This design comes from an exercise in tuning for small area and a short achievable clock period on the open sky130 flow, not from production work. Only the layout flow was run in this run; the RTL was not checked for function there.

**design/flow/config.mk**
```make
export PLATFORM = sky130hd
export DESIGN_NAME = mac_unit
export DESIGN_NICKNAME = mac_unit
export VERILOG_FILES = /design/flow/design.v
export SDC_FILE = /design/flow/constraint.sdc
export NUM_CORES = 4
export LEC_CHECK = 0
export CAP_MARGIN = 20
export CORE_MARGIN = 2
export CORE_UTILIZATION = 65
export CTS_BUF_LIST = sky130_fd_sc_hd__clkbuf_4 sky130_fd_sc_hd__clkbuf_8
export SETUP_SLACK_MARGIN = 3.4
export SLEW_MARGIN = 20
export SYNTH_HIERARCHICAL = 1
export SYNTH_MINIMUM_KEEP_SIZE = 0
```
**design/flow/constraint.sdc**
```tcl
create_clock -name core_clock -period 7.0 [get_ports {clk}]
set_input_delay 1.4000 -clock core_clock [delete_from_list [all_inputs] [get_ports {clk}]]
set_output_delay 1.4000 -clock core_clock [all_outputs]
set_load 0.01 [all_outputs]
```
**design/flow/design.v**
```verilog
module mac_unit #(
    parameter AW = 16,
    parameter BW = 16,
    parameter ACCW = 40,
    parameter SIGNED = 0
)(
    input  wire clk,
    input  wire rst_n,
    input  wire en,
    input  wire valid_in,
    input  wire [AW-1:0] a,
    input  wire [BW-1:0] b,
    output reg  valid_out,
    output reg  [ACCW-1:0] acc_out
);
  reg [78:0] pr;
  reg valid_reg;
  wire [39:0] nacc = ~acc_out;
  wire p1;
  wire p2;
  wire p3;
  wire p4;
  wire p5;
  wire p6;
  wire p7;
  wire p8;
  wire p9;
  wire p10;
  wire p11;
  wire p12;
  wire p13;
  wire p14;
  wire p15;
  wire p16;
  wire p17;
  wire p18;
  wire p19;
  wire p20;
  wire p21;
  wire p22;
  wire p23;
  wire p24;
  wire p25;
  wire p26;
  wire p27;
  wire p28;
  wire p29;
  wire p30;
  wire p31;
  wire p32;
  wire p33;
  wire p34;
  wire p35;
  wire p36;
  wire p37;
  wire p38;
  wire p39;
  wire p40;
  wire p41;
  wire p42;
  wire p43;
  wire p44;
  wire p45;
  wire p46;
  wire p47;
  wire p48;
  wire p49;
  wire p50;
  wire p51;
  wire p52;
  wire p53;
  wire p54;
  wire p55;
  wire p56;
  wire p57;
  wire p58;
  wire p59;
  wire p60;
  wire p61;
  wire p62;
  wire p63;
  wire p64;
  wire p65;
  wire p66;
  wire p67;
  wire p68;
  wire p69;
  wire p70;
  wire p71;
  wire p72;
  wire p73;
  wire p74;
  wire p75;
  wire p76;
  wire p77;
  wire p78;
  wire p79;
  wire p80;
  wire p81;
  wire p82;
  wire p83;
  wire p84;
  wire p85;
  wire p86;
  wire p87;
  wire p88;
  wire p89;
  wire p90;
  wire p91;
  wire p92;
  wire p93;
  wire p94;
  wire p95;
  wire p96;
  wire p97;
  wire p98;
  wire p99;
  wire p100;
  wire p101;
  wire p102;
  wire p103;
  wire p104;
  wire p105;
  wire p106;
  wire p107;
  wire p108;
  wire p109;
  wire p110;
  wire p111;
  wire p112;
  wire p113;
  wire p114;
  wire p115;
  wire p116;
  wire p117;
  wire p118;
  wire p119;
  wire p120;
  wire p121;
  wire p122;
  wire p123;
  wire p124;
  wire p125;
  wire p126;
  wire p127;
  wire p128;
  wire p129;
  wire p130;
  wire p131;
  wire p132;
  wire p133;
  wire p134;
  wire p135;
  wire p136;
  wire p137;
  wire p138;
  wire p139;
  wire p140;
  wire p141;
  wire p142;
  wire p143;
  wire p144;
  wire p145;
  wire p146;
  wire p147;
  wire p148;
  wire p149;
  wire p150;
  wire p151;
  wire p152;
  wire p153;
  wire p154;
  wire p155;
  wire p156;
  wire p157;
  wire p158;
  wire p159;
  wire p160;
  wire p161;
  wire p162;
  wire p163;
  wire p164;
  wire p165;
  wire p166;
  wire p167;
  wire p168;
  wire p169;
  wire p170;
  wire p171;
  wire p172;
  wire p173;
  wire p174;
  wire p175;
  wire p176;
  wire p177;
  wire p178;
  wire p179;
  wire p180;
  wire p181;
  wire p182;
  wire p183;
  wire p184;
  wire p185;
  wire p186;
  wire p187;
  wire p188;
  wire p189;
  wire p190;
  wire p191;
  wire p192;
  wire p193;
  wire p194;
  wire p195;
  wire p196;
  wire p197;
  wire p198;
  wire p199;
  wire p200;
  wire p201;
  wire p202;
  wire p203;
  wire p204;
  wire p205;
  wire p206;
  wire p207;
  wire p208;
  wire p209;
  wire p210;
  wire p211;
  wire p212;
  wire p213;
  wire p214;
  wire p215;
  wire p216;
  wire p217;
  wire p218;
  wire p219;
  wire p220;
  wire p221;
  wire p222;
  wire p223;
  wire p224;
  wire p225;
  wire p226;
  wire p227;
  wire p228;
  wire p229;
  wire p230;
  wire p231;
  wire p232;
  wire p233;
  wire p234;
  wire p235;
  wire p236;
  wire p237;
  wire p238;
  wire p239;
  wire p240;
  wire p241;
  wire p242;
  wire p243;
  wire p244;
  wire p245;
  wire p246;
  wire p247;
  wire p248;
  wire p249;
  wire p250;
  wire p251;
  wire p252;
  wire p253;
  wire p254;
  wire p255;
  wire p256;
  wire s257;
  wire c258;
  wire s259;
  wire c260;
  wire s261;
  wire c262;
  wire s263;
  wire c264;
  wire s265;
  wire c266;
  wire s267;
  wire c268;
  wire s269;
  wire c270;
  wire s271;
  wire c272;
  wire s273;
  wire c274;
  wire s275;
  wire c276;
  wire s277;
  wire c278;
  wire s279;
  wire c280;
  wire s281;
  wire c282;
  wire s283;
  wire c284;
  wire s285;
  wire c286;
  wire s287;
  wire c288;
  wire s289;
  wire c290;
  wire s291;
  wire c292;
  wire s293;
  wire c294;
  wire s295;
  wire c296;
  wire s297;
  wire c298;
  wire s299;
  wire c300;
  wire s301;
  wire c302;
  wire s303;
  wire c304;
  wire s305;
  wire c306;
  wire s307;
  wire c308;
  wire s309;
  wire c310;
  wire s311;
  wire c312;
  wire s313;
  wire c314;
  wire s315;
  wire c316;
  wire s317;
  wire c318;
  wire s319;
  wire c320;
  wire s321;
  wire c322;
  wire s323;
  wire c324;
  wire s325;
  wire c326;
  wire s327;
  wire c328;
  wire s329;
  wire c330;
  wire s331;
  wire c332;
  wire s333;
  wire c334;
  wire s335;
  wire c336;
  wire s337;
  wire c338;
  wire s339;
  wire c340;
  wire s341;
  wire c342;
  wire s343;
  wire c344;
  wire s345;
  wire c346;
  wire s347;
  wire c348;
  wire s349;
  wire c350;
  wire s351;
  wire c352;
  wire s353;
  wire c354;
  wire s355;
  wire c356;
  wire s357;
  wire c358;
  wire s359;
  wire c360;
  wire s361;
  wire c362;
  wire s363;
  wire c364;
  wire s365;
  wire c366;
  wire s367;
  wire c368;
  wire s369;
  wire c370;
  wire s371;
  wire c372;
  wire s373;
  wire c374;
  wire s375;
  wire c376;
  wire s377;
  wire c378;
  wire s379;
  wire c380;
  wire s381;
  wire c382;
  wire s383;
  wire c384;
  wire s385;
  wire c386;
  wire s387;
  wire c388;
  wire s389;
  wire c390;
  wire s391;
  wire c392;
  wire s393;
  wire c394;
  wire s395;
  wire c396;
  wire s397;
  wire c398;
  wire s399;
  wire c400;
  wire s401;
  wire c402;
  wire s403;
  wire c404;
  wire s405;
  wire c406;
  wire s407;
  wire c408;
  wire s409;
  wire c410;
  wire s411;
  wire c412;
  wire s413;
  wire c414;
  wire s415;
  wire c416;
  wire s417;
  wire c418;
  wire s419;
  wire c420;
  wire s421;
  wire c422;
  wire s423;
  wire c424;
  wire s425;
  wire c426;
  wire s427;
  wire c428;
  wire s429;
  wire c430;
  wire s431;
  wire c432;
  wire s433;
  wire c434;
  wire s435;
  wire c436;
  wire s437;
  wire c438;
  wire s439;
  wire c440;
  wire s441;
  wire c442;
  wire s443;
  wire c444;
  wire s445;
  wire c446;
  wire s447;
  wire c448;
  wire s449;
  wire c450;
  wire s451;
  wire c452;
  wire s453;
  wire c454;
  wire s455;
  wire c456;
  wire s457;
  wire c458;
  wire s459;
  wire c460;
  wire s461;
  wire c462;
  wire s463;
  wire c464;
  wire s465;
  wire c466;
  wire s467;
  wire c468;
  wire s469;
  wire c470;
  wire s471;
  wire c472;
  wire s473;
  wire c474;
  wire s475;
  wire c476;
  wire s477;
  wire c478;
  wire s479;
  wire c480;
  wire s481;
  wire c482;
  wire s483;
  wire c484;
  wire s485;
  wire c486;
  wire s487;
  wire c488;
  wire s489;
  wire c490;
  wire s491;
  wire c492;
  wire s493;
  wire c494;
  wire s495;
  wire c496;
  wire s497;
  wire c498;
  wire s499;
  wire c500;
  wire s501;
  wire c502;
  wire s503;
  wire c504;
  wire s505;
  wire c506;
  wire s507;
  wire c508;
  wire s509;
  wire c510;
  wire s511;
  wire c512;
  wire s513;
  wire c514;
  wire s515;
  wire c516;
  wire s517;
  wire c518;
  wire s519;
  wire c520;
  wire s521;
  wire c522;
  wire s523;
  wire c524;
  wire s525;
  wire c526;
  wire s527;
  wire c528;
  wire s529;
  wire c530;
  wire s531;
  wire c532;
  wire s533;
  wire c534;
  wire s535;
  wire c536;
  wire s537;
  wire c538;
  wire s539;
  wire c540;
  wire s541;
  wire c542;
  wire s543;
  wire c544;
  wire s545;
  wire c546;
  wire s547;
  wire c548;
  wire s549;
  wire c550;
  wire s551;
  wire c552;
  wire s553;
  wire c554;
  wire s555;
  wire c556;
  wire s557;
  wire c558;
  wire s559;
  wire c560;
  wire s561;
  wire c562;
  wire s563;
  wire c564;
  wire s565;
  wire c566;
  wire s567;
  wire c568;
  wire s569;
  wire c570;
  wire s571;
  wire c572;
  wire s573;
  wire c574;
  wire s575;
  wire c576;
  wire s577;
  wire c578;
  wire s579;
  wire c580;
  wire s581;
  wire c582;
  wire s583;
  wire c584;
  wire s585;
  wire c586;
  wire s587;
  wire c588;
  wire s589;
  wire c590;
  wire s591;
  wire c592;
  wire s593;
  wire c594;
  wire s595;
  wire c596;
  wire s597;
  wire c598;
  wire s599;
  wire c600;
  wire s601;
  wire c602;
  wire s603;
  wire c604;
  wire s605;
  wire c606;
  wire s607;
  wire c608;
  wire s609;
  wire c610;
  wire s611;
  wire c612;
  wire s613;
  wire c614;
  wire s615;
  wire c616;
  wire s617;
  wire c618;
  wire s619;
  wire c620;
  wire s621;
  wire c622;
  wire s623;
  wire c624;
  wire s625;
  wire c626;
  wire s627;
  wire c628;
  wire s629;
  wire c630;
  wire s631;
  wire c632;
  wire s633;
  wire c634;
  wire s635;
  wire c636;
  wire s637;
  wire c638;
  wire s639;
  wire c640;
  wire s641;
  wire c642;
  wire s643;
  wire c644;
  wire s645;
  wire c646;
  wire s647;
  wire c648;
  wire s649;
  wire c650;
  wire s651;
  wire c652;
  wire s653;
  wire c654;
  wire s655;
  wire c656;
  wire s657;
  wire c658;
  wire s659;
  wire c660;
  wire s661;
  wire c662;
  wire s663;
  wire c664;
  wire s665;
  wire c666;
  wire s667;
  wire c668;
  wire s669;
  wire c670;
  wire s671;
  wire c672;
  wire s673;
  wire c674;
  wire s675;
  wire c676;
  wire s677;
  wire c678;
  wire s679;
  wire c680;
  wire s681;
  wire c682;
  wire s683;
  wire c684;
  wire s685;
  wire c686;
  wire s687;
  wire c688;
  wire s689;
  wire c690;
  wire s691;
  wire c692;
  wire s693;
  wire c694;
  wire s695;
  wire c696;
  wire s697;
  wire c698;
  wire s699;
  wire c700;
  wire s701;
  wire c702;
  wire s703;
  wire c704;
  wire s705;
  wire c706;
  wire s707;
  wire c708;
  wire s709;
  wire c710;
  wire s711;
  wire c712;
  wire s713;
  wire c714;
  wire s715;
  wire c716;
  wire s717;
  wire c718;
  wire s719;
  wire c720;
  wire s721;
  wire c722;
  wire s723;
  wire c724;
  wire s725;
  wire c726;
  wire s727;
  wire c728;
  wire s729;
  wire c730;
  wire s731;
  wire c732;
  wire s733;
  wire c734;
  wire s735;
  wire c736;
  assign p1 = ~(a[0] & b[0]);
  assign p2 = ~(a[0] & b[1]);
  assign p3 = ~(a[0] & b[2]);
  assign p4 = ~(a[0] & b[3]);
  assign p5 = ~(a[0] & b[4]);
  assign p6 = ~(a[0] & b[5]);
  assign p7 = ~(a[0] & b[6]);
  assign p8 = ~(a[0] & b[7]);
  assign p9 = ~(a[0] & b[8]);
  assign p10 = ~(a[0] & b[9]);
  assign p11 = ~(a[0] & b[10]);
  assign p12 = ~(a[0] & b[11]);
  assign p13 = ~(a[0] & b[12]);
  assign p14 = ~(a[0] & b[13]);
  assign p15 = ~(a[0] & b[14]);
  assign p16 = ~(a[0] & b[15]);
  assign p17 = ~(a[1] & b[0]);
  assign p18 = ~(a[1] & b[1]);
  assign p19 = ~(a[1] & b[2]);
  assign p20 = ~(a[1] & b[3]);
  assign p21 = ~(a[1] & b[4]);
  assign p22 = ~(a[1] & b[5]);
  assign p23 = ~(a[1] & b[6]);
  assign p24 = ~(a[1] & b[7]);
  assign p25 = ~(a[1] & b[8]);
  assign p26 = ~(a[1] & b[9]);
  assign p27 = ~(a[1] & b[10]);
  assign p28 = ~(a[1] & b[11]);
  assign p29 = ~(a[1] & b[12]);
  assign p30 = ~(a[1] & b[13]);
  assign p31 = ~(a[1] & b[14]);
  assign p32 = ~(a[1] & b[15]);
  assign p33 = ~(a[2] & b[0]);
  assign p34 = ~(a[2] & b[1]);
  assign p35 = ~(a[2] & b[2]);
  assign p36 = ~(a[2] & b[3]);
  assign p37 = ~(a[2] & b[4]);
  assign p38 = ~(a[2] & b[5]);
  assign p39 = ~(a[2] & b[6]);
  assign p40 = ~(a[2] & b[7]);
  assign p41 = ~(a[2] & b[8]);
  assign p42 = ~(a[2] & b[9]);
  assign p43 = ~(a[2] & b[10]);
  assign p44 = ~(a[2] & b[11]);
  assign p45 = ~(a[2] & b[12]);
  assign p46 = ~(a[2] & b[13]);
  assign p47 = ~(a[2] & b[14]);
  assign p48 = ~(a[2] & b[15]);
  assign p49 = ~(a[3] & b[0]);
  assign p50 = ~(a[3] & b[1]);
  assign p51 = ~(a[3] & b[2]);
  assign p52 = ~(a[3] & b[3]);
  assign p53 = ~(a[3] & b[4]);
  assign p54 = ~(a[3] & b[5]);
  assign p55 = ~(a[3] & b[6]);
  assign p56 = ~(a[3] & b[7]);
  assign p57 = ~(a[3] & b[8]);
  assign p58 = ~(a[3] & b[9]);
  assign p59 = ~(a[3] & b[10]);
  assign p60 = ~(a[3] & b[11]);
  assign p61 = ~(a[3] & b[12]);
  assign p62 = ~(a[3] & b[13]);
  assign p63 = ~(a[3] & b[14]);
  assign p64 = ~(a[3] & b[15]);
  assign p65 = ~(a[4] & b[0]);
  assign p66 = ~(a[4] & b[1]);
  assign p67 = ~(a[4] & b[2]);
  assign p68 = ~(a[4] & b[3]);
  assign p69 = ~(a[4] & b[4]);
  assign p70 = ~(a[4] & b[5]);
  assign p71 = ~(a[4] & b[6]);
  assign p72 = ~(a[4] & b[7]);
  assign p73 = ~(a[4] & b[8]);
  assign p74 = ~(a[4] & b[9]);
  assign p75 = ~(a[4] & b[10]);
  assign p76 = ~(a[4] & b[11]);
  assign p77 = ~(a[4] & b[12]);
  assign p78 = ~(a[4] & b[13]);
  assign p79 = ~(a[4] & b[14]);
  assign p80 = ~(a[4] & b[15]);
  assign p81 = ~(a[5] & b[0]);
  assign p82 = ~(a[5] & b[1]);
  assign p83 = ~(a[5] & b[2]);
  assign p84 = ~(a[5] & b[3]);
  assign p85 = ~(a[5] & b[4]);
  assign p86 = ~(a[5] & b[5]);
  assign p87 = ~(a[5] & b[6]);
  assign p88 = ~(a[5] & b[7]);
  assign p89 = ~(a[5] & b[8]);
  assign p90 = ~(a[5] & b[9]);
  assign p91 = ~(a[5] & b[10]);
  assign p92 = ~(a[5] & b[11]);
  assign p93 = ~(a[5] & b[12]);
  assign p94 = ~(a[5] & b[13]);
  assign p95 = ~(a[5] & b[14]);
  assign p96 = ~(a[5] & b[15]);
  assign p97 = ~(a[6] & b[0]);
  assign p98 = ~(a[6] & b[1]);
  assign p99 = ~(a[6] & b[2]);
  assign p100 = ~(a[6] & b[3]);
  assign p101 = ~(a[6] & b[4]);
  assign p102 = ~(a[6] & b[5]);
  assign p103 = ~(a[6] & b[6]);
  assign p104 = ~(a[6] & b[7]);
  assign p105 = ~(a[6] & b[8]);
  assign p106 = ~(a[6] & b[9]);
  assign p107 = ~(a[6] & b[10]);
  assign p108 = ~(a[6] & b[11]);
  assign p109 = ~(a[6] & b[12]);
  assign p110 = ~(a[6] & b[13]);
  assign p111 = ~(a[6] & b[14]);
  assign p112 = ~(a[6] & b[15]);
  assign p113 = ~(a[7] & b[0]);
  assign p114 = ~(a[7] & b[1]);
  assign p115 = ~(a[7] & b[2]);
  assign p116 = ~(a[7] & b[3]);
  assign p117 = ~(a[7] & b[4]);
  assign p118 = ~(a[7] & b[5]);
  assign p119 = ~(a[7] & b[6]);
  assign p120 = ~(a[7] & b[7]);
  assign p121 = ~(a[7] & b[8]);
  assign p122 = ~(a[7] & b[9]);
  assign p123 = ~(a[7] & b[10]);
  assign p124 = ~(a[7] & b[11]);
  assign p125 = ~(a[7] & b[12]);
  assign p126 = ~(a[7] & b[13]);
  assign p127 = ~(a[7] & b[14]);
  assign p128 = ~(a[7] & b[15]);
  assign p129 = ~(a[8] & b[0]);
  assign p130 = ~(a[8] & b[1]);
  assign p131 = ~(a[8] & b[2]);
  assign p132 = ~(a[8] & b[3]);
  assign p133 = ~(a[8] & b[4]);
  assign p134 = ~(a[8] & b[5]);
  assign p135 = ~(a[8] & b[6]);
  assign p136 = ~(a[8] & b[7]);
  assign p137 = ~(a[8] & b[8]);
  assign p138 = ~(a[8] & b[9]);
  assign p139 = ~(a[8] & b[10]);
  assign p140 = ~(a[8] & b[11]);
  assign p141 = ~(a[8] & b[12]);
  assign p142 = ~(a[8] & b[13]);
  assign p143 = ~(a[8] & b[14]);
  assign p144 = ~(a[8] & b[15]);
  assign p145 = ~(a[9] & b[0]);
  assign p146 = ~(a[9] & b[1]);
  assign p147 = ~(a[9] & b[2]);
  assign p148 = ~(a[9] & b[3]);
  assign p149 = ~(a[9] & b[4]);
  assign p150 = ~(a[9] & b[5]);
  assign p151 = ~(a[9] & b[6]);
  assign p152 = ~(a[9] & b[7]);
  assign p153 = ~(a[9] & b[8]);
  assign p154 = ~(a[9] & b[9]);
  assign p155 = ~(a[9] & b[10]);
  assign p156 = ~(a[9] & b[11]);
  assign p157 = ~(a[9] & b[12]);
  assign p158 = ~(a[9] & b[13]);
  assign p159 = ~(a[9] & b[14]);
  assign p160 = ~(a[9] & b[15]);
  assign p161 = ~(a[10] & b[0]);
  assign p162 = ~(a[10] & b[1]);
  assign p163 = ~(a[10] & b[2]);
  assign p164 = ~(a[10] & b[3]);
  assign p165 = ~(a[10] & b[4]);
  assign p166 = ~(a[10] & b[5]);
  assign p167 = ~(a[10] & b[6]);
  assign p168 = ~(a[10] & b[7]);
  assign p169 = ~(a[10] & b[8]);
  assign p170 = ~(a[10] & b[9]);
  assign p171 = ~(a[10] & b[10]);
  assign p172 = ~(a[10] & b[11]);
  assign p173 = ~(a[10] & b[12]);
  assign p174 = ~(a[10] & b[13]);
  assign p175 = ~(a[10] & b[14]);
  assign p176 = ~(a[10] & b[15]);
  assign p177 = ~(a[11] & b[0]);
  assign p178 = ~(a[11] & b[1]);
  assign p179 = ~(a[11] & b[2]);
  assign p180 = ~(a[11] & b[3]);
  assign p181 = ~(a[11] & b[4]);
  assign p182 = ~(a[11] & b[5]);
  assign p183 = ~(a[11] & b[6]);
  assign p184 = ~(a[11] & b[7]);
  assign p185 = ~(a[11] & b[8]);
  assign p186 = ~(a[11] & b[9]);
  assign p187 = ~(a[11] & b[10]);
  assign p188 = ~(a[11] & b[11]);
  assign p189 = ~(a[11] & b[12]);
  assign p190 = ~(a[11] & b[13]);
  assign p191 = ~(a[11] & b[14]);
  assign p192 = ~(a[11] & b[15]);
  assign p193 = ~(a[12] & b[0]);
  assign p194 = ~(a[12] & b[1]);
  assign p195 = ~(a[12] & b[2]);
  assign p196 = ~(a[12] & b[3]);
  assign p197 = ~(a[12] & b[4]);
  assign p198 = ~(a[12] & b[5]);
  assign p199 = ~(a[12] & b[6]);
  assign p200 = ~(a[12] & b[7]);
  assign p201 = ~(a[12] & b[8]);
  assign p202 = ~(a[12] & b[9]);
  assign p203 = ~(a[12] & b[10]);
  assign p204 = ~(a[12] & b[11]);
  assign p205 = ~(a[12] & b[12]);
  assign p206 = ~(a[12] & b[13]);
  assign p207 = ~(a[12] & b[14]);
  assign p208 = ~(a[12] & b[15]);
  assign p209 = ~(a[13] & b[0]);
  assign p210 = ~(a[13] & b[1]);
  assign p211 = ~(a[13] & b[2]);
  assign p212 = ~(a[13] & b[3]);
  assign p213 = ~(a[13] & b[4]);
  assign p214 = ~(a[13] & b[5]);
  assign p215 = ~(a[13] & b[6]);
  assign p216 = ~(a[13] & b[7]);
  assign p217 = ~(a[13] & b[8]);
  assign p218 = ~(a[13] & b[9]);
  assign p219 = ~(a[13] & b[10]);
  assign p220 = ~(a[13] & b[11]);
  assign p221 = ~(a[13] & b[12]);
  assign p222 = ~(a[13] & b[13]);
  assign p223 = ~(a[13] & b[14]);
  assign p224 = ~(a[13] & b[15]);
  assign p225 = ~(a[14] & b[0]);
  assign p226 = ~(a[14] & b[1]);
  assign p227 = ~(a[14] & b[2]);
  assign p228 = ~(a[14] & b[3]);
  assign p229 = ~(a[14] & b[4]);
  assign p230 = ~(a[14] & b[5]);
  assign p231 = ~(a[14] & b[6]);
  assign p232 = ~(a[14] & b[7]);
  assign p233 = ~(a[14] & b[8]);
  assign p234 = ~(a[14] & b[9]);
  assign p235 = ~(a[14] & b[10]);
  assign p236 = ~(a[14] & b[11]);
  assign p237 = ~(a[14] & b[12]);
  assign p238 = ~(a[14] & b[13]);
  assign p239 = ~(a[14] & b[14]);
  assign p240 = ~(a[14] & b[15]);
  assign p241 = ~(a[15] & b[0]);
  assign p242 = ~(a[15] & b[1]);
  assign p243 = ~(a[15] & b[2]);
  assign p244 = ~(a[15] & b[3]);
  assign p245 = ~(a[15] & b[4]);
  assign p246 = ~(a[15] & b[5]);
  assign p247 = ~(a[15] & b[6]);
  assign p248 = ~(a[15] & b[7]);
  assign p249 = ~(a[15] & b[8]);
  assign p250 = ~(a[15] & b[9]);
  assign p251 = ~(a[15] & b[10]);
  assign p252 = ~(a[15] & b[11]);
  assign p253 = ~(a[15] & b[12]);
  assign p254 = ~(a[15] & b[13]);
  assign p255 = ~(a[15] & b[14]);
  assign p256 = ~(a[15] & b[15]);
  mac_hai ha1 (.a(p104), .b(p119), .s(s257), .co(c258));
  mac_fa fa1 (.a(p105), .b(p120), .ci(p135), .s(s259), .co(c260));
  mac_hai ha2 (.a(p15), .b(p150), .s(s261), .co(c262));
  mac_fa fa2 (.a(p106), .b(p121), .ci(p136), .s(s263), .co(c264));
  mac_fa fa3 (.a(p151), .b(p16), .ci(p166), .s(s265), .co(c266));
  mac_hai ha3 (.a(p181), .b(p196), .s(s267), .co(c268));
  mac_fa fa4 (.a(p107), .b(p122), .ci(p137), .s(s269), .co(c270));
  mac_fa fa5 (.a(p152), .b(p167), .ci(p182), .s(s271), .co(c272));
  mac_hai ha4 (.a(p197), .b(p212), .s(s273), .co(c274));
  mac_fa fa6 (.a(p108), .b(p123), .ci(p138), .s(s275), .co(c276));
  mac_fa fa7 (.a(p153), .b(p168), .ci(p183), .s(s277), .co(c278));
  mac_fa fa8 (.a(p109), .b(p124), .ci(p139), .s(s279), .co(c280));
  mac_hai ha5 (.a(p10), .b(p100), .s(s281), .co(c282));
  mac_fa fa9 (.a(p101), .b(p11), .ci(p116), .s(s283), .co(c284));
  mac_hai ha6 (.a(p131), .b(p146), .s(s285), .co(c286));
  mac_fa fa10 (.a(p102), .b(p117), .ci(p12), .s(s287), .co(c288));
  mac_fa fa11 (.a(p132), .b(p147), .ci(p162), .s(s289), .co(c290));
  mac_hai ha7 (.a(p177), .b(p27), .s(s291), .co(c292));
  mac_fa fa12 (.a(p103), .b(p118), .ci(p13), .s(s293), .co(c294));
  mac_fa fa13 (.a(p133), .b(p148), .ci(p163), .s(s295), .co(c296));
  mac_fa fa14 (.a(p178), .b(p193), .ci(p28), .s(s297), .co(c298));
  mac_hai ha8 (.a(p43), .b(p58), .s(s299), .co(c300));
  mac_fa fa15 (.a(p134), .b(p14), .ci(p149), .s(s301), .co(c302));
  mac_fa fa16 (.a(p164), .b(p179), .ci(p194), .s(s303), .co(c304));
  mac_fa fa17 (.a(p209), .b(p29), .ci(p44), .s(s305), .co(c306));
  mac_fa fa18 (.a(p59), .b(p74), .ci(p89), .s(s307), .co(c308));
  mac_fa fa19 (.a(p165), .b(p180), .ci(p195), .s(s309), .co(c310));
  mac_fa fa20 (.a(p210), .b(p225), .ci(p30), .s(s311), .co(c312));
  mac_fa fa21 (.a(p45), .b(p60), .ci(p75), .s(s313), .co(c314));
  mac_fa fa22 (.a(p90), .b(c258), .ci(s261), .s(s315), .co(c316));
  mac_fa fa23 (.a(p211), .b(p226), .ci(p241), .s(s317), .co(c318));
  mac_fa fa24 (.a(p31), .b(p46), .ci(p61), .s(s319), .co(c320));
  mac_fa fa25 (.a(p76), .b(p91), .ci(c262), .s(s321), .co(c322));
  mac_fa fa26 (.a(s267), .b(c260), .ci(s263), .s(s323), .co(c324));
  mac_fa fa27 (.a(p227), .b(p242), .ci(p32), .s(s325), .co(c326));
  mac_fa fa28 (.a(p47), .b(p62), .ci(p77), .s(s327), .co(c328));
  mac_fa fa29 (.a(p92), .b(c268), .ci(s273), .s(s329), .co(c330));
  mac_fa fa30 (.a(c264), .b(c266), .ci(s269), .s(s331), .co(c332));
  mac_fa fa31 (.a(p198), .b(p213), .ci(p228), .s(s333), .co(c334));
  mac_fa fa32 (.a(p243), .b(p48), .ci(p63), .s(s335), .co(c336));
  mac_fa fa33 (.a(p78), .b(p93), .ci(c274), .s(s337), .co(c338));
  mac_fa fa34 (.a(c270), .b(c272), .ci(s275), .s(s339), .co(c340));
  mac_fa fa35 (.a(p154), .b(p169), .ci(p184), .s(s341), .co(c342));
  mac_fa fa36 (.a(p199), .b(p214), .ci(p229), .s(s343), .co(c344));
  mac_fa fa37 (.a(p244), .b(p64), .ci(p79), .s(s345), .co(c346));
  mac_fa fa38 (.a(p94), .b(c276), .ci(c278), .s(s347), .co(c348));
  mac_fa fa39 (.a(p110), .b(p125), .ci(p140), .s(s349), .co(c350));
  mac_fa fa40 (.a(p155), .b(p170), .ci(p185), .s(s351), .co(c352));
  mac_fa fa41 (.a(p200), .b(p215), .ci(p230), .s(s353), .co(c354));
  mac_fa fa42 (.a(p245), .b(p80), .ci(p95), .s(s355), .co(c356));
  mac_fa fa43 (.a(p111), .b(p126), .ci(p141), .s(s357), .co(c358));
  mac_fa fa44 (.a(p156), .b(p171), .ci(p186), .s(s359), .co(c360));
  mac_fa fa45 (.a(p201), .b(p216), .ci(p231), .s(s361), .co(c362));
  mac_fa fa46 (.a(p112), .b(p127), .ci(p142), .s(s363), .co(c364));
  mac_fa fa47 (.a(p157), .b(p172), .ci(p187), .s(s365), .co(c366));
  mac_fa fa48 (.a(p128), .b(p143), .ci(p158), .s(s367), .co(c368));
  mac_hai ha9 (.a(p22), .b(p37), .s(s369), .co(c370));
  mac_fa fa49 (.a(p113), .b(p23), .ci(p38), .s(s371), .co(c372));
  mac_hai ha10 (.a(p53), .b(p68), .s(s373), .co(c374));
  mac_fa fa50 (.a(p114), .b(p129), .ci(p24), .s(s375), .co(c376));
  mac_fa fa51 (.a(p39), .b(p54), .ci(p69), .s(s377), .co(c378));
  mac_hai ha11 (.a(p84), .b(p9), .s(s379), .co(c380));
  mac_fa fa52 (.a(p115), .b(p130), .ci(p145), .s(s381), .co(c382));
  mac_fa fa53 (.a(p25), .b(p40), .ci(p55), .s(s383), .co(c384));
  mac_fa fa54 (.a(p70), .b(p85), .ci(s281), .s(s385), .co(c386));
  mac_fa fa55 (.a(p161), .b(p26), .ci(p41), .s(s387), .co(c388));
  mac_fa fa56 (.a(p56), .b(p71), .ci(p86), .s(s389), .co(c390));
  mac_fa fa57 (.a(c282), .b(s285), .ci(s283), .s(s391), .co(c392));
  mac_fa fa58 (.a(p42), .b(p57), .ci(p72), .s(s393), .co(c394));
  mac_fa fa59 (.a(p87), .b(c286), .ci(s291), .s(s395), .co(c396));
  mac_fa fa60 (.a(c284), .b(s287), .ci(s289), .s(s397), .co(c398));
  mac_fa fa61 (.a(p73), .b(p88), .ci(c292), .s(s399), .co(c400));
  mac_fa fa62 (.a(s299), .b(c288), .ci(c290), .s(s401), .co(c402));
  mac_fa fa63 (.a(s293), .b(s295), .ci(s297), .s(s403), .co(c404));
  mac_fa fa64 (.a(c300), .b(s257), .ci(c294), .s(s405), .co(c406));
  mac_fa fa65 (.a(c296), .b(c298), .ci(s301), .s(s407), .co(c408));
  mac_fa fa66 (.a(s303), .b(s305), .ci(s307), .s(s409), .co(c410));
  mac_fa fa67 (.a(c302), .b(c304), .ci(c306), .s(s411), .co(c412));
  mac_fa fa68 (.a(c308), .b(s259), .ci(s309), .s(s413), .co(c414));
  mac_fa fa69 (.a(s311), .b(s313), .ci(s315), .s(s415), .co(c416));
  mac_fa fa70 (.a(c310), .b(c312), .ci(c314), .s(s417), .co(c418));
  mac_fa fa71 (.a(s265), .b(s317), .ci(s319), .s(s419), .co(c420));
  mac_fa fa72 (.a(c316), .b(s321), .ci(s323), .s(s421), .co(c422));
  mac_fa fa73 (.a(c318), .b(c320), .ci(s271), .s(s423), .co(c424));
  mac_fa fa74 (.a(s325), .b(s327), .ci(c322), .s(s425), .co(c426));
  mac_fa fa75 (.a(s329), .b(c324), .ci(s331), .s(s427), .co(c428));
  mac_fa fa76 (.a(c326), .b(c328), .ci(s277), .s(s429), .co(c430));
  mac_fa fa77 (.a(s333), .b(s335), .ci(c330), .s(s431), .co(c432));
  mac_fa fa78 (.a(s337), .b(c332), .ci(s339), .s(s433), .co(c434));
  mac_fa fa79 (.a(c334), .b(c336), .ci(s279), .s(s435), .co(c436));
  mac_fa fa80 (.a(s341), .b(s343), .ci(s345), .s(s437), .co(c438));
  mac_fa fa81 (.a(c338), .b(s347), .ci(c340), .s(s439), .co(c440));
  mac_fa fa82 (.a(c280), .b(c342), .ci(c344), .s(s441), .co(c442));
  mac_fa fa83 (.a(c346), .b(s349), .ci(s351), .s(s443), .co(c444));
  mac_fa fa84 (.a(s353), .b(s355), .ci(c348), .s(s445), .co(c446));
  mac_fa fa85 (.a(p246), .b(p96), .ci(c350), .s(s447), .co(c448));
  mac_fa fa86 (.a(c352), .b(c354), .ci(c356), .s(s449), .co(c450));
  mac_fa fa87 (.a(s357), .b(s359), .ci(s361), .s(s451), .co(c452));
  mac_fa fa88 (.a(p202), .b(p217), .ci(p232), .s(s453), .co(c454));
  mac_fa fa89 (.a(p247), .b(c358), .ci(c360), .s(s455), .co(c456));
  mac_fa fa90 (.a(c362), .b(s363), .ci(s365), .s(s457), .co(c458));
  mac_fa fa91 (.a(p173), .b(p188), .ci(p203), .s(s459), .co(c460));
  mac_fa fa92 (.a(p218), .b(p233), .ci(p248), .s(s461), .co(c462));
  mac_fa fa93 (.a(c364), .b(c366), .ci(s367), .s(s463), .co(c464));
  mac_fa fa94 (.a(p144), .b(p159), .ci(p174), .s(s465), .co(c466));
  mac_fa fa95 (.a(p189), .b(p204), .ci(p219), .s(s467), .co(c468));
  mac_fa fa96 (.a(p234), .b(p249), .ci(c368), .s(s469), .co(c470));
  mac_fa fa97 (.a(p160), .b(p175), .ci(p190), .s(s471), .co(c472));
  mac_fa fa98 (.a(p205), .b(p220), .ci(p235), .s(s473), .co(c474));
  mac_fa fa99 (.a(p176), .b(p191), .ci(p206), .s(s475), .co(c476));
  mac_hai ha12 (.a(p20), .b(p35), .s(s477), .co(c478));
  mac_fa fa100 (.a(p21), .b(p36), .ci(p51), .s(s479), .co(c480));
  mac_hai ha13 (.a(p6), .b(p66), .s(s481), .co(c482));
  mac_fa fa101 (.a(p52), .b(p67), .ci(p7), .s(s483), .co(c484));
  mac_fa fa102 (.a(p82), .b(p97), .ci(s369), .s(s485), .co(c486));
  mac_fa fa103 (.a(p8), .b(p83), .ci(p98), .s(s487), .co(c488));
  mac_fa fa104 (.a(c370), .b(s373), .ci(s371), .s(s489), .co(c490));
  mac_fa fa105 (.a(p99), .b(c374), .ci(s379), .s(s491), .co(c492));
  mac_fa fa106 (.a(c372), .b(s375), .ci(s377), .s(s493), .co(c494));
  mac_fa fa107 (.a(c380), .b(c376), .ci(c378), .s(s495), .co(c496));
  mac_fa fa108 (.a(s381), .b(s383), .ci(s385), .s(s497), .co(c498));
  mac_fa fa109 (.a(c382), .b(c384), .ci(s387), .s(s499), .co(c500));
  mac_fa fa110 (.a(s389), .b(c386), .ci(s391), .s(s501), .co(c502));
  mac_fa fa111 (.a(c388), .b(c390), .ci(s393), .s(s503), .co(c504));
  mac_fa fa112 (.a(s395), .b(c392), .ci(s397), .s(s505), .co(c506));
  mac_fa fa113 (.a(c394), .b(c396), .ci(s399), .s(s507), .co(c508));
  mac_fa fa114 (.a(s401), .b(c398), .ci(s403), .s(s509), .co(c510));
  mac_fa fa115 (.a(c400), .b(c402), .ci(s405), .s(s511), .co(c512));
  mac_fa fa116 (.a(c404), .b(s407), .ci(s409), .s(s513), .co(c514));
  mac_fa fa117 (.a(c406), .b(c408), .ci(c410), .s(s515), .co(c516));
  mac_fa fa118 (.a(s411), .b(s413), .ci(s415), .s(s517), .co(c518));
  mac_fa fa119 (.a(c412), .b(c414), .ci(s417), .s(s519), .co(c520));
  mac_fa fa120 (.a(s419), .b(c416), .ci(s421), .s(s521), .co(c522));
  mac_fa fa121 (.a(c418), .b(c420), .ci(s423), .s(s523), .co(c524));
  mac_fa fa122 (.a(s425), .b(c422), .ci(s427), .s(s525), .co(c526));
  mac_fa fa123 (.a(c424), .b(s429), .ci(c426), .s(s527), .co(c528));
  mac_fa fa124 (.a(s431), .b(c428), .ci(s433), .s(s529), .co(c530));
  mac_fa fa125 (.a(c430), .b(s435), .ci(s437), .s(s531), .co(c532));
  mac_fa fa126 (.a(c432), .b(c434), .ci(s439), .s(s533), .co(c534));
  mac_fa fa127 (.a(c436), .b(c438), .ci(s441), .s(s535), .co(c536));
  mac_fa fa128 (.a(s443), .b(s445), .ci(c440), .s(s537), .co(c538));
  mac_fa fa129 (.a(c442), .b(s447), .ci(c444), .s(s539), .co(c540));
  mac_fa fa130 (.a(s449), .b(s451), .ci(c446), .s(s541), .co(c542));
  mac_fa fa131 (.a(s453), .b(c448), .ci(c450), .s(s543), .co(c544));
  mac_fa fa132 (.a(s455), .b(c452), .ci(s457), .s(s545), .co(c546));
  mac_fa fa133 (.a(c454), .b(s459), .ci(s461), .s(s547), .co(c548));
  mac_fa fa134 (.a(c456), .b(c458), .ci(s463), .s(s549), .co(c550));
  mac_fa fa135 (.a(c460), .b(c462), .ci(s465), .s(s551), .co(c552));
  mac_fa fa136 (.a(s467), .b(s469), .ci(c464), .s(s553), .co(c554));
  mac_fa fa137 (.a(p250), .b(c466), .ci(c468), .s(s555), .co(c556));
  mac_fa fa138 (.a(s471), .b(s473), .ci(c470), .s(s557), .co(c558));
  mac_fa fa139 (.a(p221), .b(p236), .ci(p251), .s(s559), .co(c560));
  mac_fa fa140 (.a(c472), .b(c474), .ci(s475), .s(s561), .co(c562));
  mac_fa fa141 (.a(p192), .b(p207), .ci(p222), .s(s563), .co(c564));
  mac_fa fa142 (.a(p237), .b(p252), .ci(c476), .s(s565), .co(c566));
  mac_fa fa143 (.a(p208), .b(p223), .ci(p238), .s(s567), .co(c568));
  mac_fa fa144 (.a(p18), .b(p3), .ci(p33), .s(s569), .co(c570));
  mac_fa fa145 (.a(p19), .b(p34), .ci(p4), .s(s571), .co(c572));
  mac_fa fa146 (.a(p49), .b(c570), .ci(s571), .s(s573), .co(c574));
  mac_fa fa147 (.a(p5), .b(p50), .ci(p65), .s(s575), .co(c576));
  mac_fa fa148 (.a(s477), .b(c572), .ci(s575), .s(s577), .co(c578));
  mac_fa fa149 (.a(p81), .b(c478), .ci(s481), .s(s579), .co(c580));
  mac_fa fa150 (.a(c576), .b(s479), .ci(s579), .s(s581), .co(c582));
  mac_fa fa151 (.a(c482), .b(c480), .ci(s483), .s(s583), .co(c584));
  mac_fa fa152 (.a(c580), .b(s485), .ci(s583), .s(s585), .co(c586));
  mac_fa fa153 (.a(c484), .b(s487), .ci(c486), .s(s587), .co(c588));
  mac_fa fa154 (.a(c584), .b(s489), .ci(s587), .s(s589), .co(c590));
  mac_fa fa155 (.a(c488), .b(s491), .ci(c490), .s(s591), .co(c592));
  mac_fa fa156 (.a(s493), .b(c588), .ci(s591), .s(s593), .co(c594));
  mac_fa fa157 (.a(c492), .b(s495), .ci(c494), .s(s595), .co(c596));
  mac_fa fa158 (.a(s497), .b(c592), .ci(s595), .s(s597), .co(c598));
  mac_fa fa159 (.a(c496), .b(s499), .ci(c498), .s(s599), .co(c600));
  mac_fa fa160 (.a(c596), .b(s501), .ci(s599), .s(s601), .co(c602));
  mac_fa fa161 (.a(c500), .b(s503), .ci(c502), .s(s603), .co(c604));
  mac_fa fa162 (.a(c504), .b(s507), .ci(c506), .s(s605), .co(c606));
  mac_fa fa163 (.a(c508), .b(s511), .ci(c510), .s(s607), .co(c608));
  mac_fa fa164 (.a(c512), .b(s515), .ci(c514), .s(s609), .co(c610));
  mac_fa fa165 (.a(c516), .b(s519), .ci(c518), .s(s611), .co(c612));
  mac_fa fa166 (.a(s543), .b(c540), .ci(s545), .s(s613), .co(c614));
  mac_fa fa167 (.a(s547), .b(c544), .ci(c546), .s(s615), .co(c616));
  mac_fa fa168 (.a(c548), .b(s551), .ci(c550), .s(s617), .co(c618));
  mac_fa fa169 (.a(s555), .b(c552), .ci(s557), .s(s619), .co(c620));
  mac_fa fa170 (.a(s559), .b(c556), .ci(s561), .s(s621), .co(c622));
  mac_fa fa171 (.a(c560), .b(s563), .ci(s565), .s(s623), .co(c624));
  mac_fa fa172 (.a(c562), .b(s623), .ci(c622), .s(s625), .co(c626));
  mac_fa fa173 (.a(p253), .b(c564), .ci(s567), .s(s627), .co(c628));
  mac_fa fa174 (.a(c566), .b(s627), .ci(c624), .s(s629), .co(c630));
  mac_fa fa175 (.a(p224), .b(p239), .ci(p254), .s(s631), .co(c632));
  mac_fa fa176 (.a(c568), .b(s631), .ci(c628), .s(s633), .co(c634));
  mac_fa fa177 (.a(p240), .b(p255), .ci(c632), .s(s635), .co(c636));
  mac_hai ha14 (.a(pr[1]), .b(pr[2]), .s(s637), .co(c638));
  mac_hai ha15 (.a(pr[3]), .b(nacc[2]), .s(s639), .co(c640));
  mac_hai ha16 (.a(pr[4]), .b(nacc[3]), .s(s641), .co(c642));
  mac_fa fa178 (.a(pr[5]), .b(pr[6]), .ci(nacc[4]), .s(s643), .co(c644));
  mac_fa fa179 (.a(pr[7]), .b(pr[8]), .ci(nacc[5]), .s(s645), .co(c646));
  mac_fa fa180 (.a(pr[10]), .b(pr[9]), .ci(nacc[6]), .s(s647), .co(c648));
  mac_fa fa181 (.a(pr[11]), .b(pr[12]), .ci(nacc[7]), .s(s649), .co(c650));
  mac_fa fa182 (.a(pr[13]), .b(pr[14]), .ci(nacc[8]), .s(s651), .co(c652));
  mac_fa fa183 (.a(pr[15]), .b(pr[16]), .ci(nacc[9]), .s(s653), .co(c654));
  mac_fa fa184 (.a(pr[17]), .b(pr[18]), .ci(nacc[10]), .s(s655), .co(c656));
  mac_fa fa185 (.a(pr[19]), .b(pr[20]), .ci(pr[21]), .s(s657), .co(c658));
  mac_fa fa186 (.a(pr[22]), .b(nacc[11]), .ci(c656), .s(s659), .co(c660));
  mac_fa fa187 (.a(pr[23]), .b(pr[24]), .ci(pr[25]), .s(s661), .co(c662));
  mac_fa fa188 (.a(nacc[12]), .b(c658), .ci(s661), .s(s663), .co(c664));
  mac_fa fa189 (.a(pr[26]), .b(pr[27]), .ci(pr[28]), .s(s665), .co(c666));
  mac_fa fa190 (.a(nacc[13]), .b(c662), .ci(s665), .s(s667), .co(c668));
  mac_fa fa191 (.a(pr[29]), .b(pr[30]), .ci(pr[31]), .s(s669), .co(c670));
  mac_fa fa192 (.a(nacc[14]), .b(c666), .ci(s669), .s(s671), .co(c672));
  mac_fa fa193 (.a(pr[32]), .b(pr[33]), .ci(pr[34]), .s(s673), .co(c674));
  mac_fa fa194 (.a(nacc[15]), .b(c670), .ci(s673), .s(s675), .co(c676));
  mac_fa fa195 (.a(pr[35]), .b(pr[36]), .ci(pr[37]), .s(s677), .co(c678));
  mac_fa fa196 (.a(pr[38]), .b(pr[39]), .ci(nacc[16]), .s(s679), .co(c680));
  mac_fa fa197 (.a(c674), .b(s677), .ci(s679), .s(s681), .co(c682));
  mac_fa fa198 (.a(pr[40]), .b(pr[41]), .ci(pr[42]), .s(s683), .co(c684));
  mac_fa fa199 (.a(pr[43]), .b(nacc[17]), .ci(c678), .s(s685), .co(c686));
  mac_fa fa200 (.a(c680), .b(s683), .ci(s685), .s(s687), .co(c688));
  mac_fa fa201 (.a(pr[44]), .b(pr[45]), .ci(pr[46]), .s(s689), .co(c690));
  mac_fa fa202 (.a(pr[47]), .b(nacc[18]), .ci(c684), .s(s691), .co(c692));
  mac_fa fa203 (.a(s689), .b(c686), .ci(s691), .s(s693), .co(c694));
  mac_fa fa204 (.a(pr[48]), .b(pr[49]), .ci(pr[50]), .s(s695), .co(c696));
  mac_fa fa205 (.a(pr[51]), .b(nacc[19]), .ci(c690), .s(s697), .co(c698));
  mac_fa fa206 (.a(s695), .b(c692), .ci(s697), .s(s699), .co(c700));
  mac_fa fa207 (.a(pr[52]), .b(pr[53]), .ci(pr[54]), .s(s701), .co(c702));
  mac_fa fa208 (.a(pr[55]), .b(nacc[20]), .ci(c696), .s(s703), .co(c704));
  mac_fa fa209 (.a(s701), .b(c698), .ci(s703), .s(s705), .co(c706));
  mac_fa fa210 (.a(pr[56]), .b(pr[57]), .ci(nacc[21]), .s(s707), .co(c708));
  mac_fa fa211 (.a(c702), .b(s707), .ci(c704), .s(s709), .co(c710));
  mac_fa fa212 (.a(pr[58]), .b(pr[59]), .ci(pr[60]), .s(s711), .co(c712));
  mac_fa fa213 (.a(nacc[22]), .b(c708), .ci(s711), .s(s713), .co(c714));
  mac_fa fa214 (.a(pr[61]), .b(pr[62]), .ci(pr[63]), .s(s715), .co(c716));
  mac_fa fa215 (.a(nacc[23]), .b(c712), .ci(s715), .s(s717), .co(c718));
  mac_fa fa216 (.a(pr[64]), .b(pr[65]), .ci(pr[66]), .s(s719), .co(c720));
  mac_fa fa217 (.a(nacc[24]), .b(c716), .ci(s719), .s(s721), .co(c722));
  mac_fa fa218 (.a(pr[67]), .b(pr[68]), .ci(pr[69]), .s(s723), .co(c724));
  mac_fa fa219 (.a(nacc[25]), .b(c720), .ci(s723), .s(s725), .co(c726));
  mac_fa fa220 (.a(pr[70]), .b(nacc[26]), .ci(c724), .s(s727), .co(c728));
  mac_fa fa221 (.a(pr[71]), .b(pr[72]), .ci(nacc[27]), .s(s729), .co(c730));
  mac_fa fa222 (.a(pr[73]), .b(pr[74]), .ci(nacc[28]), .s(s731), .co(c732));
  mac_fa fa223 (.a(pr[75]), .b(pr[76]), .ci(nacc[29]), .s(s733), .co(c734));
  mac_fa fa224 (.a(pr[77]), .b(pr[78]), .ci(nacc[30]), .s(s735), .co(c736));
  wire [39:0] ra = {nacc[39], nacc[38], nacc[37], nacc[36], nacc[35], nacc[34], nacc[33], nacc[32], nacc[31], c734, c732, c730, s729, s727, c722, c718, c714, s713, c706, c700, c694, c688, c682, c676, c672, c668, c664, c660, s657, c654, c652, c650, c648, c646, c644, c642, c640, c638, nacc[1], pr[0]};
  wire [39:0] rb = {1'b1, 1'b1, 1'b1, 1'b1, 1'b1, 1'b1, 1'b1, 1'b1, c736, s735, s733, s731, c728, c726, s725, s721, s717, c710, s709, s705, s699, s693, s687, s681, s675, s671, s667, s663, s659, s655, s653, s651, s649, s647, s645, s643, s641, s639, s637, nacc[0]};
  wire [33:0] lo = {1'b0, ra[32:0]} + {1'b0, rb[32:0]} + 34'd1;
  wire [6:0] hi_next;
  mac_hi #(.N(7)) hi (.acc(acc_out[39:33]), .cn(lo[33]), .sel(en & valid_reg), .rst_n(rst_n), .d(hi_next));
  wire [32:0] sum = ~lo[32:0];
  always @(posedge clk) begin
    pr <= {c636, p256, c634, s635, c630, s633, c626, s629, s625, c620, s621, c558, c618, s619, c554, s617, c616, s553, s615, c614, s549, s613, c542, c538, s541, s539, c536, s537, c534, s535, c532, s533, c530, s531, c528, s529, c526, s527, c524, c612, s525, c522, s523, c520, s611, s521, c610, s609, c608, s517, s607, c606, s513, s605, c604, s509, c602, s603, c600, s505, s601, c598, s597, c594, s593, c590, s589, c586, s585, c582, s581, c578, s577, c574, s573, s569, p2, p17, p1};
    valid_reg <= valid_in & rst_n;
  end
  always @(posedge clk) begin
    if (!rst_n) begin
      acc_out[32:0] <= 33'd0;
      valid_out <= 1'b0;
    end else begin
      valid_out <= valid_reg;
      if (en && valid_reg)
        acc_out[32:0] <= sum;
    end
    acc_out[39:33] <= hi_next;
  end
endmodule
module mac_hi #(parameter N = 7) (
    input  wire [N-1:0] acc,
    input  wire cn,        
    input  wire sel,       
    input  wire rst_n,
    output wire [N-1:0] d
);
  wire [N-1:0] inc = acc + 1'b1;
  assign d = !rst_n ? {N{1'b0}} : (sel & ~cn) ? inc : acc;
endmodule
module mac_fa (input wire a, input wire b, input wire ci,
               output wire s, output wire co);
  assign s = a ^ b ^ ci;
  assign co = (a & b) | (a & ci) | (b & ci);
endmodule
module mac_hai (input wire a, input wire b, output wire s, output wire co);
  mac_xnor x0 (.a(a), .b(b), .y(s));
  mac_or o0 (.a(a), .b(b), .y(co));
endmodule
module mac_xnor (input wire a, input wire b, output wire y);
  assign y = ~(a ^ b);
endmodule
module mac_or (input wire a, input wire b, output wire y);
  assign y = a | b;
endmodule
```
**design/flow/run.sh**
```bash
#!/bin/bash
# synth_recipe.tcl (not shown) runs the flow's synth.tcl, then flattens the netlist and writes it again
# the make line also repeats each setting of config.mk as NAME=value (left out here)
make -C /OpenROAD-flow-scripts/flow DESIGN_CONFIG=/design/flow/config.mk WORK_HOME=/design/flow/orfs CLKGATE_MAP_FILE= SYNTH_SCRIPT=/design/flow/synth_recipe.tcl finish
```
==> Flow_metrics.wiki <==
{| class="wikitable"
! Metric !! Value
|-
| Run status || no timing/DRC/antenna violations
|-
| Global routing met2 resource utilization || 0.515
|-
| Number of global-route vias before repair || 8558
|-
| Dominant delay contributor by cell family on the critical path || adder cells
|-
| Die Area || ~18000 sq um
|-
| TNS Setup || 0 ps
|-
| Met3 usage in global routing || 0.0903
|-
| Clock Tree Root || sky130_fd_sc_hd__clkbuf_8
|-
| Maximum buffer depth of the clock tree || 2
|-
| Filler-free cell count of the finished design || between 1000 and 1500
|-
| Final critical-path share of the clock period || 0.526
|-
| Count of unique library cells instantiated by Yosys || 58
|-
| Effective utilization at floorplan || 0.663
|-
| Number of buffer cells added on primary ports || 76
|-
| Sequence of cells on the critical path || fa_2 > fa_1 > fa_1 > ha_4 > nand2_4 > or4_4 > or3b_1 > o211ai_1 > o21ai_1 > xnor2_1 > o21ai_1
|-
| Leading registers by flop count || pr: 79 flops, acc_out: 40 flops
|-
| Slowest cell on crit path || sky130_fd_sc_hd__or4_4
|-
| Maximum clock frequency || 272 MHz
|-
| Area added between synthesis and finish || 14.3%
|-
| Via density per instance || 6.05
|-
| Number of pins with negative max-slew slack in the final report || 0
|-
| Data required time at the worst endpoint || approximately 7300 ps
|-
| Wire length of the first global-routing pass || roughly 46000 um
|-
| Initial DRT Pass Iterations || 5
|-
| Syn_area_per_cell || around 9.8 sq um
|-
| Per-cell routed wire length || slightly above 20 um
|-
| RD Place Congestion || 0.925
|-
| Fraction of synthesized area in multiplexers || 0.00274
|-
| Most heavily used metal layer in global routing || met2
|-
| CTS buffer count || 17
|-
| Layout Nets || around 1500
|-
| GRT Util Overall || 0.338
|-
| Register area share after synthesis || 0.221
|-
| Number of standard cells after synthesis || 1119
|-
| Slew HR || 0.466
|-
| Largest Register || pr
|-
| Number of sinks on the clock net || 121
|-
| Layout cells sized above 1 || 0.144
|-
| Count of antenna-violating nets left after detailed routing || 0
|-
| Max Fanout on Critical Path || 3
|-
| TritonCTS clock tree || yes
|-
| Antenna diodes || 0
|-
| Met1 GRT Util || 0.489
|-
| Hold Violations, Final || 0
|-
| Clock-pin slew reported for the worst setup and hold paths after clock tree synthesis || ~80 ps
|-
| Worst Setup Start Kind || flop
|-
| Area fraction in compound gates after synthesis || 0.0943
|-
| Dpl cells || 1339
|-
| Number of storage elements in the synthesis netlist || between 100 and 150
|-
| Layout Skew || 12.9 ps
|-
| Post-Synthesis Net Count || roughly 1400
|-
| Synthesized-area fraction occupied by adder cells || 0.449
|-
| Hold buffer count at cts || 0
|-
| Critical Path Max Stage Delay || roughly 530 ps
|-
| Antenna violations before repair || 0
|-
| Synth warn || 7
|-
| Number of H-tree levels || 4
|-
| Y dimension of the die || between 100 and 150 um
|-
| Kind of critical path || flop to flop
|-
| FFs w/ async S/R, synth || 0
|-
| Transition time at the pin with the least slew margin || ~800 ps
|-
| Worst hold path type || flop to flop
|-
| Arr. time, crit path || about 4000 ps
|-
| Vias post-DR || between 8000 and 9000
|-
| DIE WIDTH || between 100 and 150 um
|-
| Sum of net half-perimeters after detailed placement || 21300 um
|-
| Maximum number of pins on one net before global-route repair || slightly below 50
|-
| DRC marker count from the first detailed-route iteration || between 700 and 800
|-
| Number of violations of the max-capacitance limit || 0
|-
| Total I/O pin count || between 70 and 80
|-
| Leading register cell type out of synthesis || sky130_fd_sc_hd__dfxtp_1
|-
| Flip-flop count of the largest register after layout || 79
|-
| Global-route congestion overflow total || 0
|-
| RSZ-0062 raised after global routing || true
|-
| Xor and xnor fraction of the mapped netlist area || 0.0312
|-
| Area share of and/or/nand/nor cells after synthesis || 0.159
|-
| Setup violations, final || 0
|-
| Core footprint || around 17000 sq um
|-
| Final wirelength || around 29000 um
|-
| Critical Path Sink Type || flop
|-
| Largest family of logic cells by synthesized area || adder cells
|-
| Worst R2R Setup Slack || roughly 3300 ps
|-
| Post-synth EDFFs || 0
|-
| Buffers plus inverters on the worst setup path || 0
|-
| Standard-cell rows || 47
|-
| Mapped cell area || ~11000 sq um
|-
| Drc violations || 0
|-
| Worst-Skew Late Latency || ~460 ps
|-
| Min Tclk post-route || roughly 3700 ps
|}
## Yosys stat by module, one instance, submodules excluded, a selection
module	flops+latches	cells inside
mac_unit	121	837
mac_fa	0	1
mac_or	0	1
mac_xnor	0	1
## logic make-up (layout without fill, tap and decap cells)
family | Yosys count | count (layout)
buf+inv | 123 | 174
compound gates | 162 | 162
simple gates | 413 | 413
xor+xnor | 39 | 39
flops | 121 | 121
mux | 3 | 3
fa+ha+maj | 258 | 258
## per-layer routing
layer / share of wire / up-vias / wire [um]
met5: 0 / - / 0
met4: 0.024 / 0 / 675
met3: 0.10 / 65 / 2950
met2: 0.46 / 478 / 13100
met1: 0.41 / 4203 / 11800
li1: - / 3658 / -
## through the flow
stage               utilization  setup WS (ps)  instance area (sq um)  hold WS (ps)
floorplan                     -           3220                  11700           430
finish                    0.757           3320                  12500           453
CTS                       0.758           3310                  12500           454
global route              0.757           3180                  12500           476
global placement          0.715           2340                  11800           443
detailed placement        0.715           2270                  11800           442
## layout make-up
| class | count | area (sq um) |
|---|---|---|
| fillers | 1207 | 4020 |
| inverters | 46 | 173 |
| clock buffers | 18 | 241 |
| multi-input cells | 875 | 8430 |
| well taps | 220 | 275 |
| clock inverters | 14 | 188 |
| repair buffers | 96 | 777 |
| flip-flops and latches | 121 | 2430 |
## layout by cell type, fill, tap and decap left out, drive strengths merged, types with 10 or more instances in the layout
master / instances
ha: 33
inv: 52
fa: 225
clkdlybuf4s50: 44
nor2: 33
o21ai: 37
buf: 46
clkbuf: 22
xnor2: 30
or2: 18
dfxtp: 121
a21oi: 48
nand2: 302
nor3: 10
a211oi: 16
## final timing paths
kind                                start          end  cells past startpoint
worst min-delay path            valid_reg    valid_out                      1
worst min register to register  valid_reg    valid_out                      1
worst max register to register     pr[48]  acc_out[27]                     11
worst max-delay path               pr[48]  acc_out[27]                     11
## synthesized netlist by cell type (2+ instances only)
cell | n | area, sq um
sky130_fd_sc_hd__o21bai_1 | 7 | 52.6
sky130_fd_sc_hd__fa_1 | 225 | 4500
sky130_fd_sc_hd__xnor2_1 | 30 | 263
sky130_fd_sc_hd__nor4_1 | 2 | 12.5
sky130_fd_sc_hd__a21boi_1 | 4 | 30.0
sky130_fd_sc_hd__xor2_1 | 9 | 78.8
sky130_fd_sc_hd__and2_1 | 7 | 43.8
sky130_fd_sc_hd__o31a_1 | 2 | 17.5
sky130_fd_sc_hd__nor3_1 | 10 | 50.1
sky130_fd_sc_hd__nand2b_1 | 7 | 43.8
sky130_fd_sc_hd__buf_2 | 3 | 15.0
sky130_fd_sc_hd__o31ai_1 | 6 | 45.0
sky130_fd_sc_hd__a211oi_1 | 16 | 120
sky130_fd_sc_hd__or4_1 | 2 | 15.0
sky130_fd_sc_hd__o21ai_0 | 30 | 150
sky130_fd_sc_hd__o311ai_1 | 2 | 17.5
sky130_fd_sc_hd__a21boi_0 | 2 | 15.0
sky130_fd_sc_hd__o21a_1 | 6 | 45.0
sky130_fd_sc_hd__dfxtp_1 | 121 | 2420
sky130_fd_sc_hd__a31oi_1 | 5 | 31.3
sky130_fd_sc_hd__mux2i_1 | 3 | 30.0
sky130_fd_sc_hd__o21ai_1 | 6 | 30.0
sky130_fd_sc_hd__a2111oi_0 | 2 | 17.5
sky130_fd_sc_hd__a21oi_2 | 2 | 17.5
sky130_fd_sc_hd__nand2_1 | 302 | 1130
sky130_fd_sc_hd__nand4_1 | 8 | 50.1
sky130_fd_sc_hd__inv_1 | 45 | 169
sky130_fd_sc_hd__or2_1 | 16 | 100
sky130_fd_sc_hd__a21oi_1 | 46 | 230
sky130_fd_sc_hd__a22o_1 | 2 | 17.5
sky130_fd_sc_hd__nor2_1 | 33 | 124
sky130_fd_sc_hd__nor2b_1 | 3 | 18.8
sky130_fd_sc_hd__ha_1 | 33 | 413
sky130_fd_sc_hd__clkbuf_1 | 73 | 274
sky130_fd_sc_hd__o211ai_1 | 5 | 37.5
sky130_fd_sc_hd__and3_1 | 2 | 12.5
sky130_fd_sc_hd__nand3_1 | 9 | 45.0
sky130_fd_sc_hd__or3_1 | 5 | 31.3
sky130_fd_sc_hd__a32oi_1 | 2 | 17.5
sky130_fd_sc_hd__a21o_1 | 8 | 60.1
## worst reg2reg max path, cell delays in order (launching register included)
cell                       delay, ps
sky130_fd_sc_hd__dfxtp_2         330
sky130_fd_sc_hd__fa_2            370
sky130_fd_sc_hd__fa_1            500
sky130_fd_sc_hd__fa_1            450
sky130_fd_sc_hd__ha_4            320
sky130_fd_sc_hd__nand2_4          60
sky130_fd_sc_hd__or4_4           530
sky130_fd_sc_hd__or3b_1          350
sky130_fd_sc_hd__o211ai_1        250
sky130_fd_sc_hd__o21ai_1         150
sky130_fd_sc_hd__xnor2_1         180
sky130_fd_sc_hd__o21ai_1          80
## repair_timing
item                       4_1_cts  5_1_grt
gates resized for setup        134       87
setup endpoints to repair       74       30
pin swaps                       10       20
cloned                           0        0
buffers inserted                15        4

==> afterwards: timing with drivers on the ports <==
The results above use ideal ports. As a check the final layout listed here was re-extracted and re-timed, cells and wires unchanged. Step 1 (the two cells are an assumption about what drives the block):
set clk [get_ports {clk}]
set_driving_cell -lib_cell sky130_fd_sc_hd__clkbuf_16 $clk
set_driving_cell -lib_cell sky130_fd_sc_hd__buf_2 [delete_from_list [all_inputs] $clk]
Step 2 adds t to the input delays and takes it off the output delays; t is the mean of the earliest and latest rising clock arrival at the registers after step 1. Input paths then give back, and output paths get back, about the clock's delay inside the block. a / b / c = ideal / step 1 / step 2; a / b = the first two.
t, ns: 0.486
slack for setup (ns): 3.317 / 3.317 / 2.970
slew at the worst register clock pin (ns): 0.08 / 0.08
After both steps setup and hold are still met in this run. For this run, drivers alone change the setup slack by 0.000 ns; drivers and shift together by -0.347 ns.
